This is an optimization exercise on Yosys and OpenROAD, whose aim is small area, a short achievable clock period and few clock cycles per item, not a production implementation.
No functional check of the RTL was part of any run shown here.
Power figures rest on the tool's default switching activity, not on a simulated workload.

## flow/run.sh

```bash
#!/bin/bash
# synth_recipe.tcl (not shown) runs the flow's synth.tcl, then flattens the netlist and writes it again
# the make line also repeats each setting of config.mk as NAME=value (left out here)
make -C /OpenROAD-flow-scripts/flow DESIGN_CONFIG=/design/flow/config.mk WORK_HOME=/design/flow/orfs CLKGATE_MAP_FILE= SYNTH_SCRIPT=/design/flow/synth_recipe.tcl finish
```

## flow/config.mk

```make
export PLATFORM = sky130hd
export DESIGN_NAME = assignment
export DESIGN_NICKNAME = assignment
export VERILOG_FILES = /design/flow/design.v
export SDC_FILE = /design/flow/constraint.sdc
export NUM_CORES = 4
export LEC_CHECK = 0
export CAP_MARGIN = 20
export CORE_MARGIN = 2
export CORE_UTILIZATION = 40
export SLEW_MARGIN = 20
export SYNTH_HIERARCHICAL = 1
export SYNTH_MINIMUM_KEEP_SIZE = 0
```

## flow/constraint.sdc

```tcl
create_clock -name core_clock -period 12.5 [get_ports {clk}]
set_input_delay 2.5000 -clock core_clock [delete_from_list [all_inputs] [get_ports {clk}]]
set_output_delay 2.5000 -clock core_clock [all_outputs]
set_load 0.01 [all_outputs]
```

## flow/design.v

```verilog
module fa_cell (
    input  logic a,
    input  logic b,
    input  logic ci,
    output logic s,
    output logic co
);
    assign s  = a ^ b ^ ci;
    assign co = (a & b) | (a & ci) | (b & ci);
endmodule
module ha_cell (
    input  logic a,
    input  logic b,
    output logic s,
    output logic co
);
    assign s  = a ^ b;
    assign co = a & b;
endmodule
module hai_cell (
    input  logic a,
    input  logic b,
    output logic s,
    output logic co
);
    assign s  = ~(a ^ b);
    assign co = a | b;
endmodule
module assignment (
    input logic clk,
    input logic NRST,
    input logic start,
    input logic [10:0] A,
    input logic [10:0] B,
    output logic [20:0] result,
    output logic ready
);
    logic        busy;
    logic        accept;
    logic [10:0] a_value;
    logic [9:0]  b_mod;
    logic [9:0]  b_mod_next;
    logic [20:0] row0, row1;
    logic pp_0_0;
    logic pp_0_1;
    logic pp_0_2;
    logic pp_0_3;
    logic pp_0_4;
    logic pp_0_5;
    logic pp_0_6;
    logic pp_0_7;
    logic pp_0_8;
    logic pp_0_9;
    logic pp_1_0;
    logic pp_1_1;
    logic pp_1_2;
    logic pp_1_3;
    logic pp_1_4;
    logic pp_1_5;
    logic pp_1_6;
    logic pp_1_7;
    logic pp_1_8;
    logic pp_1_9;
    logic pp_2_0;
    logic pp_2_1;
    logic pp_2_2;
    logic pp_2_3;
    logic pp_2_4;
    logic pp_2_5;
    logic pp_2_6;
    logic pp_2_7;
    logic pp_2_8;
    logic pp_2_9;
    logic pp_3_0;
    logic pp_3_1;
    logic pp_3_2;
    logic pp_3_3;
    logic pp_3_4;
    logic pp_3_5;
    logic pp_3_6;
    logic pp_3_7;
    logic pp_3_8;
    logic pp_3_9;
    logic pp_4_0;
    logic pp_4_1;
    logic pp_4_2;
    logic pp_4_3;
    logic pp_4_4;
    logic pp_4_5;
    logic pp_4_6;
    logic pp_4_7;
    logic pp_4_8;
    logic pp_4_9;
    logic pp_5_0;
    logic pp_5_1;
    logic pp_5_2;
    logic pp_5_3;
    logic pp_5_4;
    logic pp_5_5;
    logic pp_5_6;
    logic pp_5_7;
    logic pp_5_8;
    logic pp_5_9;
    logic pp_6_0;
    logic pp_6_1;
    logic pp_6_2;
    logic pp_6_3;
    logic pp_6_4;
    logic pp_6_5;
    logic pp_6_6;
    logic pp_6_7;
    logic pp_6_8;
    logic pp_6_9;
    logic pp_7_0;
    logic pp_7_1;
    logic pp_7_2;
    logic pp_7_3;
    logic pp_7_4;
    logic pp_7_5;
    logic pp_7_6;
    logic pp_7_7;
    logic pp_7_8;
    logic pp_7_9;
    logic pp_8_0;
    logic pp_8_1;
    logic pp_8_2;
    logic pp_8_3;
    logic pp_8_4;
    logic pp_8_5;
    logic pp_8_6;
    logic pp_8_7;
    logic pp_8_8;
    logic pp_8_9;
    logic pp_9_0;
    logic pp_9_1;
    logic pp_9_2;
    logic pp_9_3;
    logic pp_9_4;
    logic pp_9_5;
    logic pp_9_6;
    logic pp_9_7;
    logic pp_9_8;
    logic pp_9_9;
    logic pp_10_0;
    logic pp_10_1;
    logic pp_10_2;
    logic pp_10_3;
    logic pp_10_4;
    logic pp_10_5;
    logic pp_10_6;
    logic pp_10_7;
    logic pp_10_8;
    logic pp_10_9;
    logic s1;
    logic c2;
    logic s3;
    logic c4;
    logic s5;
    logic c6;
    logic s7;
    logic c8;
    logic s9;
    logic c10;
    logic s11;
    logic c12;
    logic s13;
    logic c14;
    logic s15;
    logic c16;
    logic s17;
    logic c18;
    logic s19;
    logic c20;
    logic s21;
    logic c22;
    logic s23;
    logic c24;
    logic s25;
    logic c26;
    logic s27;
    logic c28;
    logic s29;
    logic c30;
    logic s31;
    logic c32;
    logic s33;
    logic c34;
    logic s35;
    logic c36;
    logic s37;
    logic c38;
    logic s39;
    logic c40;
    logic s41;
    logic c42;
    logic s43;
    logic c44;
    logic s45;
    logic c46;
    logic s47;
    logic c48;
    logic s49;
    logic c50;
    logic s51;
    logic c52;
    logic s53;
    logic c54;
    logic s55;
    logic c56;
    logic s57;
    logic c58;
    logic s59;
    logic c60;
    logic s61;
    logic c62;
    logic s63;
    logic c64;
    logic s65;
    logic c66;
    logic s67;
    logic c68;
    logic s69;
    logic c70;
    logic s71;
    logic c72;
    logic s73;
    logic c74;
    logic s75;
    logic c76;
    logic s77;
    logic c78;
    logic s79;
    logic c80;
    logic s81;
    logic c82;
    logic s83;
    logic c84;
    logic s85;
    logic c86;
    logic s87;
    logic c88;
    logic s89;
    logic c90;
    logic s91;
    logic c92;
    logic s93;
    logic c94;
    logic s95;
    logic c96;
    logic s97;
    logic c98;
    logic s99;
    logic c100;
    logic s101;
    logic c102;
    logic s103;
    logic c104;
    logic s105;
    logic c106;
    logic s107;
    logic c108;
    logic s109;
    logic c110;
    logic s111;
    logic c112;
    logic s113;
    logic c114;
    logic s115;
    logic c116;
    logic s117;
    logic c118;
    logic s119;
    logic c120;
    logic s121;
    logic c122;
    logic s123;
    logic c124;
    logic s125;
    logic c126;
    logic s127;
    logic c128;
    logic s129;
    logic c130;
    logic s131;
    logic c132;
    logic s133;
    logic c134;
    logic s135;
    logic c136;
    logic s137;
    logic c138;
    logic s139;
    logic c140;
    logic s141;
    logic c142;
    logic s143;
    logic c144;
    logic s145;
    logic c146;
    logic s147;
    logic c148;
    logic s149;
    logic c150;
    logic s151;
    logic c152;
    logic s153;
    logic c154;
    logic s155;
    logic c156;
    logic s157;
    logic c158;
    logic s159;
    logic c160;
    assign accept = start & ~busy;
    always_comb begin
        if (B >= 11'd2000)      b_mod_next = 10'(B - 11'd2000);
        else if (B >= 11'd1000) b_mod_next = 10'(B - 11'd1000);
        else                    b_mod_next = B[9:0];
    end
    always_ff @(posedge clk) begin
        if (accept) begin
            a_value <= A;
            b_mod   <= b_mod_next;
        end
    end
    assign pp_0_0 = a_value[0] & b_mod[0];
    assign pp_0_1 = a_value[0] & b_mod[1];
    assign pp_0_2 = a_value[0] & b_mod[2];
    assign pp_0_3 = a_value[0] & b_mod[3];
    assign pp_0_4 = a_value[0] & b_mod[4];
    assign pp_0_5 = a_value[0] & b_mod[5];
    assign pp_0_6 = a_value[0] & b_mod[6];
    assign pp_0_7 = a_value[0] & b_mod[7];
    assign pp_0_8 = a_value[0] & b_mod[8];
    assign pp_0_9 = a_value[0] & b_mod[9];
    assign pp_1_0 = a_value[1] & b_mod[0];
    assign pp_1_1 = a_value[1] & b_mod[1];
    assign pp_1_2 = a_value[1] & b_mod[2];
    assign pp_1_3 = a_value[1] & b_mod[3];
    assign pp_1_4 = a_value[1] & b_mod[4];
    assign pp_1_5 = a_value[1] & b_mod[5];
    assign pp_1_6 = a_value[1] & b_mod[6];
    assign pp_1_7 = a_value[1] & b_mod[7];
    assign pp_1_8 = a_value[1] & b_mod[8];
    assign pp_1_9 = a_value[1] & b_mod[9];
    assign pp_2_0 = a_value[2] & b_mod[0];
    assign pp_2_1 = a_value[2] & b_mod[1];
    assign pp_2_2 = a_value[2] & b_mod[2];
    assign pp_2_3 = a_value[2] & b_mod[3];
    assign pp_2_4 = a_value[2] & b_mod[4];
    assign pp_2_5 = a_value[2] & b_mod[5];
    assign pp_2_6 = a_value[2] & b_mod[6];
    assign pp_2_7 = a_value[2] & b_mod[7];
    assign pp_2_8 = a_value[2] & b_mod[8];
    assign pp_2_9 = a_value[2] & b_mod[9];
    assign pp_3_0 = a_value[3] & b_mod[0];
    assign pp_3_1 = a_value[3] & b_mod[1];
    assign pp_3_2 = a_value[3] & b_mod[2];
    assign pp_3_3 = a_value[3] & b_mod[3];
    assign pp_3_4 = a_value[3] & b_mod[4];
    assign pp_3_5 = a_value[3] & b_mod[5];
    assign pp_3_6 = a_value[3] & b_mod[6];
    assign pp_3_7 = a_value[3] & b_mod[7];
    assign pp_3_8 = a_value[3] & b_mod[8];
    assign pp_3_9 = a_value[3] & b_mod[9];
    assign pp_4_0 = a_value[4] & b_mod[0];
    assign pp_4_1 = a_value[4] & b_mod[1];
    assign pp_4_2 = a_value[4] & b_mod[2];
    assign pp_4_3 = a_value[4] & b_mod[3];
    assign pp_4_4 = a_value[4] & b_mod[4];
    assign pp_4_5 = a_value[4] & b_mod[5];
    assign pp_4_6 = a_value[4] & b_mod[6];
    assign pp_4_7 = a_value[4] & b_mod[7];
    assign pp_4_8 = a_value[4] & b_mod[8];
    assign pp_4_9 = a_value[4] & b_mod[9];
    assign pp_5_0 = a_value[5] & b_mod[0];
    assign pp_5_1 = a_value[5] & b_mod[1];
    assign pp_5_2 = a_value[5] & b_mod[2];
    assign pp_5_3 = a_value[5] & b_mod[3];
    assign pp_5_4 = a_value[5] & b_mod[4];
    assign pp_5_5 = a_value[5] & b_mod[5];
    assign pp_5_6 = a_value[5] & b_mod[6];
    assign pp_5_7 = a_value[5] & b_mod[7];
    assign pp_5_8 = a_value[5] & b_mod[8];
    assign pp_5_9 = a_value[5] & b_mod[9];
    assign pp_6_0 = a_value[6] & b_mod[0];
    assign pp_6_1 = a_value[6] & b_mod[1];
    assign pp_6_2 = a_value[6] & b_mod[2];
    assign pp_6_3 = a_value[6] & b_mod[3];
    assign pp_6_4 = a_value[6] & b_mod[4];
    assign pp_6_5 = a_value[6] & b_mod[5];
    assign pp_6_6 = a_value[6] & b_mod[6];
    assign pp_6_7 = a_value[6] & b_mod[7];
    assign pp_6_8 = a_value[6] & b_mod[8];
    assign pp_6_9 = a_value[6] & b_mod[9];
    assign pp_7_0 = a_value[7] & b_mod[0];
    assign pp_7_1 = a_value[7] & b_mod[1];
    assign pp_7_2 = a_value[7] & b_mod[2];
    assign pp_7_3 = a_value[7] & b_mod[3];
    assign pp_7_4 = a_value[7] & b_mod[4];
    assign pp_7_5 = a_value[7] & b_mod[5];
    assign pp_7_6 = a_value[7] & b_mod[6];
    assign pp_7_7 = a_value[7] & b_mod[7];
    assign pp_7_8 = a_value[7] & b_mod[8];
    assign pp_7_9 = a_value[7] & b_mod[9];
    assign pp_8_0 = a_value[8] & b_mod[0];
    assign pp_8_1 = a_value[8] & b_mod[1];
    assign pp_8_2 = a_value[8] & b_mod[2];
    assign pp_8_3 = a_value[8] & b_mod[3];
    assign pp_8_4 = a_value[8] & b_mod[4];
    assign pp_8_5 = a_value[8] & b_mod[5];
    assign pp_8_6 = a_value[8] & b_mod[6];
    assign pp_8_7 = a_value[8] & b_mod[7];
    assign pp_8_8 = a_value[8] & b_mod[8];
    assign pp_8_9 = a_value[8] & b_mod[9];
    assign pp_9_0 = a_value[9] & b_mod[0];
    assign pp_9_1 = a_value[9] & b_mod[1];
    assign pp_9_2 = a_value[9] & b_mod[2];
    assign pp_9_3 = a_value[9] & b_mod[3];
    assign pp_9_4 = a_value[9] & b_mod[4];
    assign pp_9_5 = a_value[9] & b_mod[5];
    assign pp_9_6 = a_value[9] & b_mod[6];
    assign pp_9_7 = a_value[9] & b_mod[7];
    assign pp_9_8 = a_value[9] & b_mod[8];
    assign pp_9_9 = a_value[9] & b_mod[9];
    assign pp_10_0 = a_value[10] & b_mod[0];
    assign pp_10_1 = a_value[10] & b_mod[1];
    assign pp_10_2 = a_value[10] & b_mod[2];
    assign pp_10_3 = a_value[10] & b_mod[3];
    assign pp_10_4 = a_value[10] & b_mod[4];
    assign pp_10_5 = a_value[10] & b_mod[5];
    assign pp_10_6 = a_value[10] & b_mod[6];
    assign pp_10_7 = a_value[10] & b_mod[7];
    assign pp_10_8 = a_value[10] & b_mod[8];
    assign pp_10_9 = a_value[10] & b_mod[9];
    ha_cell u_ha1 (.a(pp_0_9), .b(pp_1_8), .s(s1), .co(c2));
    fa_cell u_fa1 (.a(pp_10_0), .b(pp_1_9), .ci(pp_2_8), .s(s3), .co(c4));
    ha_cell u_ha2 (.a(pp_10_1), .b(pp_2_9), .s(s5), .co(c6));
    ha_cell u_ha3 (.a(pp_0_6), .b(pp_1_5), .s(s7), .co(c8));
    fa_cell u_fa2 (.a(pp_0_7), .b(pp_1_6), .ci(pp_2_5), .s(s9), .co(c10));
    ha_cell u_ha4 (.a(pp_3_4), .b(pp_4_3), .s(s11), .co(c12));
    fa_cell u_fa3 (.a(pp_0_8), .b(pp_1_7), .ci(pp_2_6), .s(s13), .co(c14));
    fa_cell u_fa4 (.a(pp_3_5), .b(pp_4_4), .ci(pp_5_3), .s(s15), .co(c16));
    ha_cell u_ha5 (.a(pp_6_2), .b(pp_7_1), .s(s17), .co(c18));
    fa_cell u_fa5 (.a(pp_2_7), .b(pp_3_6), .ci(pp_4_5), .s(s19), .co(c20));
    fa_cell u_fa6 (.a(pp_5_4), .b(pp_6_3), .ci(pp_7_2), .s(s21), .co(c22));
    fa_cell u_fa7 (.a(pp_8_1), .b(pp_9_0), .ci(s1), .s(s23), .co(c24));
    fa_cell u_fa8 (.a(pp_3_7), .b(pp_4_6), .ci(pp_5_5), .s(s25), .co(c26));
    fa_cell u_fa9 (.a(pp_6_4), .b(pp_7_3), .ci(pp_8_2), .s(s27), .co(c28));
    fa_cell u_fa10 (.a(pp_9_1), .b(c2), .ci(s3), .s(s29), .co(c30));
    fa_cell u_fa11 (.a(pp_3_8), .b(pp_4_7), .ci(pp_5_6), .s(s31), .co(c32));
    fa_cell u_fa12 (.a(pp_6_5), .b(pp_7_4), .ci(pp_8_3), .s(s33), .co(c34));
    fa_cell u_fa13 (.a(pp_9_2), .b(s5), .ci(c4), .s(s35), .co(c36));
    fa_cell u_fa14 (.a(pp_10_2), .b(pp_3_9), .ci(pp_4_8), .s(s37), .co(c38));
    fa_cell u_fa15 (.a(pp_5_7), .b(pp_6_6), .ci(pp_7_5), .s(s39), .co(c40));
    fa_cell u_fa16 (.a(pp_8_4), .b(pp_9_3), .ci(c6), .s(s41), .co(c42));
    fa_cell u_fa17 (.a(pp_10_3), .b(pp_4_9), .ci(pp_5_8), .s(s43), .co(c44));
    fa_cell u_fa18 (.a(pp_6_7), .b(pp_7_6), .ci(pp_8_5), .s(s45), .co(c46));
    fa_cell u_fa19 (.a(pp_10_4), .b(pp_5_9), .ci(pp_6_8), .s(s47), .co(c48));
    ha_cell u_ha6 (.a(pp_0_4), .b(pp_1_3), .s(s49), .co(c50));
    fa_cell u_fa20 (.a(pp_0_5), .b(pp_1_4), .ci(pp_2_3), .s(s51), .co(c52));
    ha_cell u_ha7 (.a(pp_3_2), .b(pp_4_1), .s(s53), .co(c54));
    fa_cell u_fa21 (.a(pp_2_4), .b(pp_3_3), .ci(pp_4_2), .s(s55), .co(c56));
    fa_cell u_fa22 (.a(pp_5_1), .b(pp_6_0), .ci(s7), .s(s57), .co(c58));
    fa_cell u_fa23 (.a(pp_5_2), .b(pp_6_1), .ci(pp_7_0), .s(s59), .co(c60));
    fa_cell u_fa24 (.a(c8), .b(s11), .ci(s9), .s(s61), .co(c62));
    fa_cell u_fa25 (.a(pp_8_0), .b(c12), .ci(s17), .s(s63), .co(c64));
    fa_cell u_fa26 (.a(c10), .b(s13), .ci(s15), .s(s65), .co(c66));
    fa_cell u_fa27 (.a(c18), .b(c14), .ci(c16), .s(s67), .co(c68));
    fa_cell u_fa28 (.a(s19), .b(s21), .ci(s23), .s(s69), .co(c70));
    fa_cell u_fa29 (.a(c20), .b(c22), .ci(s25), .s(s71), .co(c72));
    fa_cell u_fa30 (.a(s27), .b(c24), .ci(s29), .s(s73), .co(c74));
    fa_cell u_fa31 (.a(c26), .b(c28), .ci(s31), .s(s75), .co(c76));
    fa_cell u_fa32 (.a(s33), .b(c30), .ci(s35), .s(s77), .co(c78));
    fa_cell u_fa33 (.a(c32), .b(c34), .ci(s37), .s(s79), .co(c80));
    fa_cell u_fa34 (.a(s39), .b(s41), .ci(c36), .s(s81), .co(c82));
    fa_cell u_fa35 (.a(pp_9_4), .b(c38), .ci(c40), .s(s83), .co(c84));
    fa_cell u_fa36 (.a(s43), .b(s45), .ci(c42), .s(s85), .co(c86));
    fa_cell u_fa37 (.a(pp_7_7), .b(pp_8_6), .ci(pp_9_5), .s(s87), .co(c88));
    fa_cell u_fa38 (.a(c44), .b(c46), .ci(s47), .s(s89), .co(c90));
    fa_cell u_fa39 (.a(pp_10_5), .b(pp_6_9), .ci(pp_7_8), .s(s91), .co(c92));
    fa_cell u_fa40 (.a(pp_8_7), .b(pp_9_6), .ci(c48), .s(s93), .co(c94));
    fa_cell u_fa41 (.a(pp_10_6), .b(pp_7_9), .ci(pp_8_8), .s(s95), .co(c96));
    ha_cell u_ha8 (.a(pp_0_3), .b(pp_1_2), .s(s97), .co(c98));
    fa_cell u_fa42 (.a(pp_2_2), .b(pp_3_1), .ci(pp_4_0), .s(s99), .co(c100));
    fa_cell u_fa43 (.a(pp_5_0), .b(c50), .ci(s53), .s(s101), .co(c102));
    fa_cell u_fa44 (.a(c54), .b(c52), .ci(s55), .s(s103), .co(c104));
    fa_cell u_fa45 (.a(c56), .b(s59), .ci(c58), .s(s105), .co(c106));
    fa_cell u_fa46 (.a(c60), .b(s63), .ci(c62), .s(s107), .co(c108));
    fa_cell u_fa47 (.a(c64), .b(c66), .ci(s67), .s(s109), .co(c110));
    fa_cell u_fa48 (.a(c68), .b(s71), .ci(c70), .s(s111), .co(c112));
    fa_cell u_fa49 (.a(c72), .b(s75), .ci(s77), .s(s113), .co(c114));
    fa_cell u_fa50 (.a(c76), .b(s79), .ci(c78), .s(s115), .co(c116));
    fa_cell u_fa51 (.a(c80), .b(s83), .ci(s85), .s(s117), .co(c118));
    fa_cell u_fa52 (.a(s87), .b(c84), .ci(s89), .s(s119), .co(c120));
    fa_cell u_fa53 (.a(c88), .b(s91), .ci(c90), .s(s121), .co(c122));
    fa_cell u_fa54 (.a(pp_9_7), .b(c92), .ci(s95), .s(s123), .co(c124));
    fa_cell u_fa55 (.a(pp_10_7), .b(pp_8_9), .ci(pp_9_8), .s(s125), .co(c126));
    ha_cell u_ha9 (.a(pp_0_2), .b(pp_1_1), .s(s127), .co(c128));
    fa_cell u_fa56 (.a(pp_2_1), .b(pp_3_0), .ci(s97), .s(s129), .co(c130));
    fa_cell u_fa57 (.a(c98), .b(s49), .ci(s99), .s(s131), .co(c132));
    fa_cell u_fa58 (.a(c100), .b(s51), .ci(s101), .s(s133), .co(c134));
    fa_cell u_fa59 (.a(c102), .b(s57), .ci(s103), .s(s135), .co(c136));
    fa_cell u_fa60 (.a(c104), .b(s61), .ci(s105), .s(s137), .co(c138));
    fa_cell u_fa61 (.a(s65), .b(c106), .ci(s107), .s(s139), .co(c140));
    fa_cell u_fa62 (.a(s69), .b(c108), .ci(s109), .s(s141), .co(c142));
    fa_cell u_fa63 (.a(c110), .b(s73), .ci(s111), .s(s143), .co(c144));
    fa_cell u_fa64 (.a(c74), .b(c112), .ci(s113), .s(s145), .co(c146));
    fa_cell u_fa65 (.a(s81), .b(s115), .ci(c114), .s(s147), .co(c148));
    fa_cell u_fa66 (.a(c82), .b(s117), .ci(c116), .s(s149), .co(c150));
    fa_cell u_fa67 (.a(c86), .b(s119), .ci(c118), .s(s151), .co(c152));
    fa_cell u_fa68 (.a(s93), .b(s121), .ci(c120), .s(s153), .co(c154));
    fa_cell u_fa69 (.a(c94), .b(s123), .ci(c122), .s(s155), .co(c156));
    fa_cell u_fa70 (.a(c96), .b(s125), .ci(c124), .s(s157), .co(c158));
    fa_cell u_fa71 (.a(pp_10_8), .b(pp_9_9), .ci(c126), .s(s159), .co(c160));
    assign row0 = {1'b0, pp_10_9, s159, s157, s155, s153, s151, c148, c146, c144, c142, c140, c138, c136, c134, c132, c130, c128, pp_2_0, pp_0_1, pp_0_0};
    assign row1 = {1'b0, c160, c158, c156, c154, c152, c150, s149, s147, s145, s143, s141, s139, s137, s135, s133, s131, s129, s127, pp_1_0, 1'b0};
    always_ff @(posedge clk) begin
        result <= row0 + row1;
    end
    always_ff @(posedge clk or negedge NRST) begin
        if (!NRST) begin
            busy  <= 1'b0;
            ready <= 1'b0;
        end else begin
            busy  <= accept;
            ready <= busy | (ready & ~start);
        end
    end
endmodule
```

==> results of run 1 <==
## metal layers
metal,vias to the layer above,track usage
li1,1466,-
met5,-,0
met4,0,0.07000
met2,46,0.2908
met3,11,0.02242
met1,1559,0.2255
## synth_stat cells, types with 5 or more instances
cell type    n  area, um2
a21o_1       6      45.04
ha_1        34      425.4
edfxtp_1    21      630.6
nor2_1      17      63.81
nand2_1     15      56.30
a21oi_1     16      80.08
and2_1     112      700.7
inv_1       10      37.54
xnor2_1     12      105.1
nand3_1      5      25.02
fa_1        72       1441
xor2_1       8      70.07
clkbuf_1    11      41.29
dfxtp_1     21      420.4
a31oi_1      6      37.54
o21ai_0      9      45.04
## Yosys stat by module (local to each module, per instance)
module | cells | times used | cell area [um2]
ha_cell | 1 | 9 | 12.51
assignment | 336 | 1 | 3045
fa_cell | 1 | 71 | 20.02
## sequential cells by signal (all words and copies together), names as in the netlist
signal	count
result	21
a_value	11
b_mod	10
busy	1
ready	1
## cell type report
| cell class | count | share of cell area |
|---|---|---|
| clock buffers | 5 | 0.02340 |
| clock inverters | 3 | 0.008659 |
| inverters | 10 | 0.007021 |
| multi-input cells | 350 | 0.6354 |
| flip-flops and latches | 44 | 0.2059 |
| well taps | 143 | 0.03347 |
| repair buffers | 46 | 0.08612 |
## power by group
part           total, mW  switching, mW  internal (mW)
Combinational      0.659          0.349          0.310
Clock              0.154         0.0587         0.0950
Sequential         0.215         0.0181          0.197
## worst paths after layout
check | end | depth (start not counted) | slack [ns] | startpoint
min reg2reg | ready | 1 | 0.48 | busy
min | ready | 1 | 0.48 | busy
min in group asynchronous | ready | 1 | 2.37 | NRST
max in group asynchronous | busy | 1 | 10.01 | NRST
max reg2reg | result[20] | 13 | 7.85 | a_value[10]
max | result[20] | 13 | 7.85 | a_value[10]
## critical path, cell delays in order, from the launching register on
cell and delay (ns):
edfxtp_1 0.51, and2_1 0.24, fa_1 0.44, fa_1 0.51, fa_1 0.44, fa_1 0.51
fa_1 0.41, ha_1 0.38, nand2_1 0.12, nor2_1 0.05, a211oi_1 0.28, o221ai_1 0.15
a21o_1 0.20, a221o_1 0.29
## logic make-up (layout without fill, tap and decap cells)
group / count (synthesis) / count (layout)
simple gates: 168 / 168
compound gates: 55 / 55
xor+xnor: 20 / 20
fa+ha+maj: 107 / 107
flops: 44 / 44
buf+inv: 22 / 64
## layout by cell type (no fill, tap or decap), types with 2 or more instances in the layout
master           count
ha_1                34
clkdlybuf4s50_1     46
nand2_1             15
a31oi_1              6
nor2b_1              4
xnor2_1             12
a21oi_1             16
a21oi_2              2
a211oi_1             2
xor2_1               8
dfrtp_1              2
inv_1               10
nand4_1              4
o221ai_1             2
dfxtp_1             21
nor2_1              16
a21o_1               6
o21ai_0              9
and3_1               4
nand3_1              5
edfxtp_1            21
clkbuf_16            5
o21bai_1             4
and2_1             112
fa_1                72
==> qor.yml, run 1 <==
cts:
  root_buffer: "clkbuf_16"
  htree_levels: 2
  cts_tree: "built"
  cts_hold_buf: 0
  clock_sink_count: 44
  insertion_delay_ns: 0.29
  clk_path_buf_depth: 2
  cts.repair.resized: 0
  numCtsBuffers: 5
  cts_setup_buffers: 0
  path_clk_slew_ns: 0.07
sta:
  hold_viol_final: 0
  slew-limit-headroom: 0.3146
  timing.final.crit_share: 0.3722
  rsz0062_at_grt: "no"
  hold_ws_ns: 0.4806
  clock_skew_ns: 0.005801
  fin_ws_ns: 7.848
  fmax_mhz: 215.0
  fin_tns_setup_ns: 0
  finalSetupViolCount: 0
  period_minus_slack_ns: 4.652
  tightest_slew_ns: 1.027
  finalMaxSlewViolations: 0
setup_path:
  worst_ep_arrival_time_ns: 4.83
  worst_setup_path_end_kind: "flip-flop"
  critPathMaxFanout: 10
  start_kind: "flip-flop"
  path_class: "reg2reg"
  worstPathRequired_ns: 12.68
power:
  vdd_drop_max_v: 0.0001083
  p_leak_nw: 2.288
  p_per_area_mw_per_mm2: 192.2
  total_power_mw: 1.028
final_layout:
  drive_above_1_share: 0.03493
  finalNonFillerCells: 601
  seq_area_mm2: 0.001101
  synthToLayoutAreaGrowth_pct: 16.75
  fin_area_mm2: 0.005346
  antenna_cells: 0
  n_fill_cell: 1049
  nets: 588
  multi_input_area_mm2: 0.003397
  post-route-util: 0.4743
grt:
  grt_max_degree: 23
  grtUsageTotal: 0.1724
  antenna_found_initial: 0
  grt_pass1_vias: 3390
  grt.overflow.total: 0
  grt_pass1_wl_mm: 16.95
logic_synthesis:
  yosysUniqueCellTypes: 41
  yosys.area_share.simple: 0.2123
  synth.avg_cell_area_um2: 11.01
  synth.cell_area_mm2: 0.004579
  synth_fa_ha_area_frac: 0.4098
  synth_cells: 416
  synth-compound-area-share: 0.08087
  yosysSeqAreaShare: 0.2404
  synth.area.mux_share: 0
  synth_xor_area_frac: 0.03825
  ys_async_sr_fraction: 0.04545
  synth_seq_cells: 44
  syn-num-nets: 547
  synth_top_family_by_area: "adder cells"
  synth_edf_count: 21
  ys_dominant_reg_cell: "edfxtp_1"
  ys_warn_count: 7
route:
  routed-wl-met3_um: 258
  drt_iter0_markers: 128
  routed_via_density: 5.128
  highest_layer: "met4"
  drtAntennaViolNets: 0
  wl_met1_mm: 4.486
  drc: 0
  vias: 3082
  met2WireLength_mm: 4.806
  totalWireLength_mm: 9.769
  wl_per_cell_um: 16.25
  first_pass_iters: 4
place:
  pre_cts_slack_ns: 7.805
  dpl_cell_area_mm2: 0.005175
  port_buffers: 46
  gp_congestion: 0.8480
  placed_cells: 593
  dp.final_hpwl_mm: 7.748
floorplan:
  num_io_pins: 47
  core_area_mm2: 0.01127
  row_count: 39
  start_util: 0.4063
  die_x_um: 111.0
  dieArea_mm2: 0.01232
  die_y_um: 111.0
worst_hold_path:
  hold_class: "reg2reg"
job:
  cap_violations: 0
run_status:
  run_status: "no timing/DRC/antenna violations"
==> inputs of run 2 (changes only) <==
--- a/flow/design.v
+++ b/flow/design.v
@@ -17,15 +17,6 @@
     assign s  = a ^ b;
     assign co = a & b;
 endmodule
-module hai_cell (
-    input  logic a,
-    input  logic b,
-    output logic s,
-    output logic co
-);
-    assign s  = ~(a ^ b);
-    assign co = a | b;
-endmodule
 module assignment (
     input logic clk,
     input logic NRST,
@@ -312,11 +303,12 @@
     logic s159;
     logic c160;
     assign accept = start & ~busy;
-    always_comb begin
-        if (B >= 11'd2000)      b_mod_next = 10'(B - 11'd2000);
-        else if (B >= 11'd1000) b_mod_next = 10'(B - 11'd1000);
-        else                    b_mod_next = B[9:0];
-    end
+    logic       b_ge_1000, b_ge_2000;
+    logic [6:0] b_add;
+    assign b_ge_1000 = B >= 11'd1000;
+    assign b_ge_2000 = B >= 11'd2000;
+    assign b_add = b_ge_2000 ? 7'd6 : (b_ge_1000 ? 7'd3 : 7'd0);
+    assign b_mod_next = {7'(B[9:3] + b_add), B[2:0]};
     always_ff @(posedge clk) begin
         if (accept) begin
             a_value <= A;
@@ -515,9 +507,36 @@
     fa_cell u_fa71 (.a(pp_10_8), .b(pp_9_9), .ci(c126), .s(s159), .co(c160));
     assign row0 = {1'b0, pp_10_9, s159, s157, s155, s153, s151, c148, c146, c144, c142, c140, c138, c136, c134, c132, c130, c128, pp_2_0, pp_0_1, pp_0_0};
     assign row1 = {1'b0, c160, c158, c156, c154, c152, c150, s149, s147, s145, s143, s141, s139, s137, s135, s133, s131, s129, s127, pp_1_0, 1'b0};
+    logic [8:0] blk0;
+    assign blk0 = {1'b0, row0[7:0]} + {1'b0, row1[7:0]};
+    logic [5:0] blk1;
+    assign blk1 = {1'b0, row0[12:8]} + {1'b0, row1[12:8]};
+    logic [4:0] blk2;
+    assign blk2 = {1'b0, row0[16:13]} + {1'b0, row1[16:13]};
+    logic [4:0] blk3;
+    assign blk3 = {1'b0, row0[20:17]} + {1'b0, row1[20:17]};
+    logic [20:0] sum_q;
+    logic [2:0] gen_q;
+    logic [2:1] prop_q;
     always_ff @(posedge clk) begin
-        result <= row0 + row1;
+        sum_q[7:0] <= blk0[7:0];
+        gen_q[0] <= blk0[8];
+        sum_q[12:8] <= blk1[4:0];
+        gen_q[1] <= blk1[5];
+        prop_q[1] <= &(row0[12:8] ^ row1[12:8]);
+        sum_q[16:13] <= blk2[3:0];
+        gen_q[2] <= blk2[4];
+        prop_q[2] <= &(row0[16:13] ^ row1[16:13]);
+        sum_q[20:17] <= blk3[3:0];
     end
+    logic [3:1] cin;
+    assign cin[1] = gen_q[0];
+    assign cin[2] = gen_q[1] | (prop_q[1] & cin[1]);
+    assign cin[3] = gen_q[2] | (prop_q[2] & cin[2]);
+    assign result[7:0] = sum_q[7:0];
+    assign result[12:8] = sum_q[12:8] + 5'(cin[1]);
+    assign result[16:13] = sum_q[16:13] + 4'(cin[2]);
+    assign result[20:17] = sum_q[20:17] + 4'(cin[3]);
     always_ff @(posedge clk or negedge NRST) begin
         if (!NRST) begin
             busy  <= 1'b0;
==> flow/flow/run.sh (new file) <==
#!/bin/bash
# The standard layout (the standard.sh: ORFS synthesis to final layout),
# with smaller port buffers and no clock-tree dummy loads.
set -euo pipefail
export BUFFER_PORTS_ARGS="-buffer_cell ${PORT_BUF:-sky130_fd_sc_hd__buf_1}"
export CTS_ARGS="-sink_clustering_enable -repair_clock_nets -dont_use_dummy_load"
bash standard.sh > standard.log 2>&1
==> flow/standard.sh (new file) <==
#!/bin/bash
# synth_recipe.tcl (not shown) runs the flow's synth.tcl, then flattens the netlist and writes it again
# the make line also repeats each setting of config.mk as NAME=value (left out here)
make -C /OpenROAD-flow-scripts/flow DESIGN_CONFIG=/design/flow/config.mk WORK_HOME=/design/flow/orfs CLKGATE_MAP_FILE= SYNTH_SCRIPT=/design/flow/synth_recipe.tcl "${@:-finish}"
removed: flow/run.sh
==> qor.yml, run 2 <==
sta:
  fin_tns_setup_ns: 0  # unchanged
  rsz0062_at_grt: "no"  # unchanged
  finalMaxSlewViolations: 0  # unchanged
  fmax_mhz: 236.6  # was 215.0 MHz
  slew-limit-headroom: 0.7313  # was 0.3146
  timing.final.crit_share: 0.3381  # was 0.3722
  clock_skew_ns: 0.02588  # was 0.005801 ns
  period_minus_slack_ns: 4.226  # was 4.652 ns
  finalSetupViolCount: 0  # unchanged
  tightest_slew_ns: 0.4030  # was 1.027 ns
  hold_viol_final: 0  # unchanged
cts:
  cts.repair.resized: 0  # unchanged
  cts_tree: "built"  # unchanged
  path_clk_slew_ns: 0.07  # about the same
  root_buffer: "clkbuf_16"  # unchanged
  cts_hold_buf: 0  # unchanged
  clk_path_buf_depth: 2  # unchanged
  insertion_delay_ns: 0.29  # about the same
  clock_sink_count: 49  # was 44
  numCtsBuffers: 5  # unchanged
  cts_setup_buffers: 0  # unchanged
  htree_levels: 2  # unchanged
final_layout:
  antenna_cells: 0  # unchanged
  fin_area_mm2: 0.004952  # was 0.005346 mm2
  final_cell_mix: "110 x and2_1, 76 x fa_1, 46 x buf_1, 37 x ha_1, 26 x dfxtp_1"  # was 112 x and2_1, 72 x fa_1, 46 x clkdlybuf4s50_1, 34 x ha_1
  drive_above_1_share: 0.01909  # was 0.03493
  top_regs: "sum_q (21), a_value (11), b_mod (10)"  # was result (21), a_value (11), b_mod (10)
  final_common_cell: "and2_1"  # unchanged
  nets: 559  # was 588
  largest_reg_flops: 21  # unchanged
  synthToLayoutAreaGrowth_pct: 8.468  # was 16.75%
  top_register: "sum_q"  # was result
floorplan:
  die_y_um: 110.8  # was 111.0 um
  num_io_pins: 47  # unchanged
  start_util: 0.4050  # was 0.4063
  row_count: 39  # unchanged
  die_x_um: 110.8  # was 111.0 um
  dieArea_mm2: 0.01228  # was 0.01232 mm2
  core_area_mm2: 0.01127  # unchanged
setup_path:
  worst_ep_arrival_time_ns: 4.27  # was 4.83 ns
  path_class: "in2reg"  # was reg2reg
  r2r_slack_ns: 8.53  # was 7.85 ns
  crit_buf_inv: 1  # was 0
  cp_top_family: "adder cells"  # unchanged
  start_kind: "primary input"  # was flip-flop
  critPathMaxFanout: 4  # was 10
  cp_slowest_stage_delay_ns: 0.41  # was 0.51 ns
  worstPathRequired_ns: 12.54  # was 12.68 ns
  worst_setup_path_end_kind: "flip-flop"  # unchanged
  crit_slowest_cell: "fa_1"  # was edfxtp_1
  path_cells: "buf_1 > nand4_1 > o21ai_0 > o31ai_1 > ha_1 > fa_1 > a21o_1 > nand2_1 > nor2_1 > xor2_1"  # was and2_1 > fa_1 > fa_1 > fa_1 > fa_1 > fa_1 > ha_1 > nand2_1 > nor2_1 > a211oi_1 > o221ai_1 > a21o_1 > a221o_1
route:
  drt_iter0_markers: 64  # was 128
  vias: 2755  # was 3082
  drtAntennaViolNets: 0  # unchanged
  wl_per_cell_um: 14.53  # was 16.25 um
  drc: 0  # unchanged
  first_pass_iters: 4  # unchanged
  routed_via_density: 4.902  # was 5.128
  totalWireLength_mm: 8.167  # was 9.769 mm
run_status:
  run_status: "no timing/DRC/antenna violations"  # unchanged
power:
  total_power_uw: 836.7  # was 1.028 mW
  p_per_area_mw_per_mm2: 168.9  # was 192.2 mW/mm2
  p_leak_nw: 2.168  # was 2.288 nW
  vdd_drop_max_v: 0.0001225  # was 0.0001083 V
place:
  gp_congestion: 0.7765  # was 0.8480
  dp.final_hpwl_mm: 6.459  # was 7.748 mm
  dpl_cell_area_mm2: 0.004827  # was 0.005175 mm2
  port_buffers: 46  # unchanged
logic_synthesis:
  yosysMostFrequentCell: "and2_1"  # unchanged
  synth.cell_area_mm2: 0.004566  # was 0.004579 mm2
  synth.avg_cell_area_um2: 11.86  # was 11.01 um2
  yosysSeqAreaShare: 0.2631  # was 0.2404
  netlist.top_cell.by_area: "fa_1"  # unchanged
  synth_cells: 385  # was 416
  ys_async_sr_fraction: 0.04082  # was 0.04545
  synth_seq_cells: 49  # was 44
  yosysTopAreaCellShare: 0.3332  # was 0.3148
  synthTopCellsByCount: "110 x and2_1, 76 x fa_1, 37 x ha_1, 26 x dfxtp_1, 21 x edfxtp_1"  # was 112 x and2_1, 72 x fa_1, 34 x ha_1, 21 x dfxtp_1, 21 x edfxtp_1
  ys_warn_count: 7  # unchanged
  yosysUniqueCellTypes: 27  # was 41
  syn-num-nets: 523  # was 547
  yosys-top-cells-area: "fa_1 33%, and2_1 15%, edfxtp_1 14%, dfxtp_1 11%, ha_1 10%"  # was fa_1 31%, and2_1 15%, edfxtp_1 14%, ha_1 9.3%, dfxtp_1 9.2%
  synth_edf_count: 21  # unchanged
  ys_dominant_reg_cell: "dfxtp_1"  # was edfxtp_1
grt:
  antenna_found_initial: 0  # unchanged
  grt_max_degree: 23  # unchanged
  grt_pass1_vias: 3223  # was 3390
  grt_pass1_wl_mm: 14.81  # was 16.95 mm
  grtUsageTotal: 0.1510  # was 0.1724
  grt.overflow.total: 0  # unchanged
job:
  cap_violations: 0  # unchanged
worst_hold_path:
  hold_class: "reg2reg"  # unchanged
[run 2: changes by cell type in the layout (fill, tap and decap cells not counted), moves of 6 or more]
cell	previous run	this run
buf_1	0	46
clkdlybuf4s50_1	46	0
nand2_1	15	5
a21oi_1	16	7
nor2_1	16	8
a31oi_1	6	0
[run 2: path summary, 6_finish.rpt]
path | from | endpoint | cells after the start
worst max-delay path | B[6] | b_mod[9] | 10
worst min-delay path | busy | ready | 1
worst max register to register | b_mod[9] | gen_q[1] | 11
worst min register to register | busy | ready | 1
max in group asynchronous | NRST | ready | 1
min in group asynchronous | NRST | busy | 1
[run 2: layout make-up]
cell class	instances	area (um2)
Fill cell	1056	6320
Multi-Input combinational cell	304	3214
Sequential cell	49	1201
Timing Repair Buffer	47	180.2
Tap cell	143	178.9
Clock buffer	5	125.1
Inverter	14	52.55
[run 2: cells by family after synthesis]
| family | share of synthesized area |
|---|---|
| compound gates | 0.04850 |
| xor+xnor | 0.04220 |
| fa+ha+maj | 0.4346 |
| buf+inv | 0.03289 |
| flops | 0.2631 |
| simple gates | 0.1787 |
[run 2: worst register-to-register path: stages (launching register included)]
cell and delay, ns:
edfxtp_1 0.55, and2_1 0.25, fa_1 0.47, fa_1 0.41, fa_1 0.50, fa_1 0.51
fa_1 0.41, ha_1 0.33, o21ai_0 0.10, nor2_1 0.08, o21ai_0 0.16, nand2b_1 0.07
[run 2: power breakdown]
part | total (mW) | internal (mW) | switching (mW)
Combinational | 0.475 | 0.226 | 0.249
Sequential | 0.240 | 0.215 | 0.0254
Clock | 0.121 | 0.0705 | 0.0503
[run 2: Yosys stat by module, one instance, submodules excluded]
module,cells,area (um2),times used
assignment,305,3032,1
fa_cell,1,20.02,71
ha_cell,1,12.51,9
[run 2: stage by stage]
step	cells	util	worst slack (ns)	hold WS, ns
3_5_place_dp	557	0.4282	7.955	0.4563
3_3_place_gp	557	0.4282	8.093	0.4350
4_1_cts	562	0.4393	8.276	0.4727
5_1_grt	562	0.4393	8.122	0.5296
6_report	562	0.4393	8.274	0.4622
2_1_floorplan	385	-	8.338	0.4287
[run 2: metal layers]
layer | wire [um] | vias up | global-route usage
met5 | 0 | - | 0
met4 | 215 | 0 | 0.05833
met3 | 230 | 17 | 0.02624
met2 | 4125 | 43 | 0.2748
met1 | 3595 | 1395 | 0.1770
li1 | - | 1300 | -

[what the ideal ports hide]
In the flow no input, the clock included, has a driving cell. The finished layouts below were timed again as built, in two steps. Step 1: set_driving_cell puts a clkbuf_16 on clk and a buf_2 on each other input, an assumption about the parent block. Step 2 moves the port delays by t, midway between the first and last clock arrival at a register: inputs arrive t later, outputs are due t later. That takes back most of the time a late clock gives input paths. a / b / c = ideal ports / drivers / drivers and shift; a / b = the first two.
run	t, ns	setup slack, ns	worst setup path after step 2	worst register clock-pin slew, ns
run 1	0.327	7.848 / 7.848 / 7.773	input to register	0.07 / 0.07
run 2	0.317	8.274 / 8.278 / 7.969	input to register	0.07 / 0.07
After both steps setup and hold are still met in every run listed. The setup slack of run 2, which loses most, moves by +0.004 ns with the drivers and by -0.305 ns with both steps.
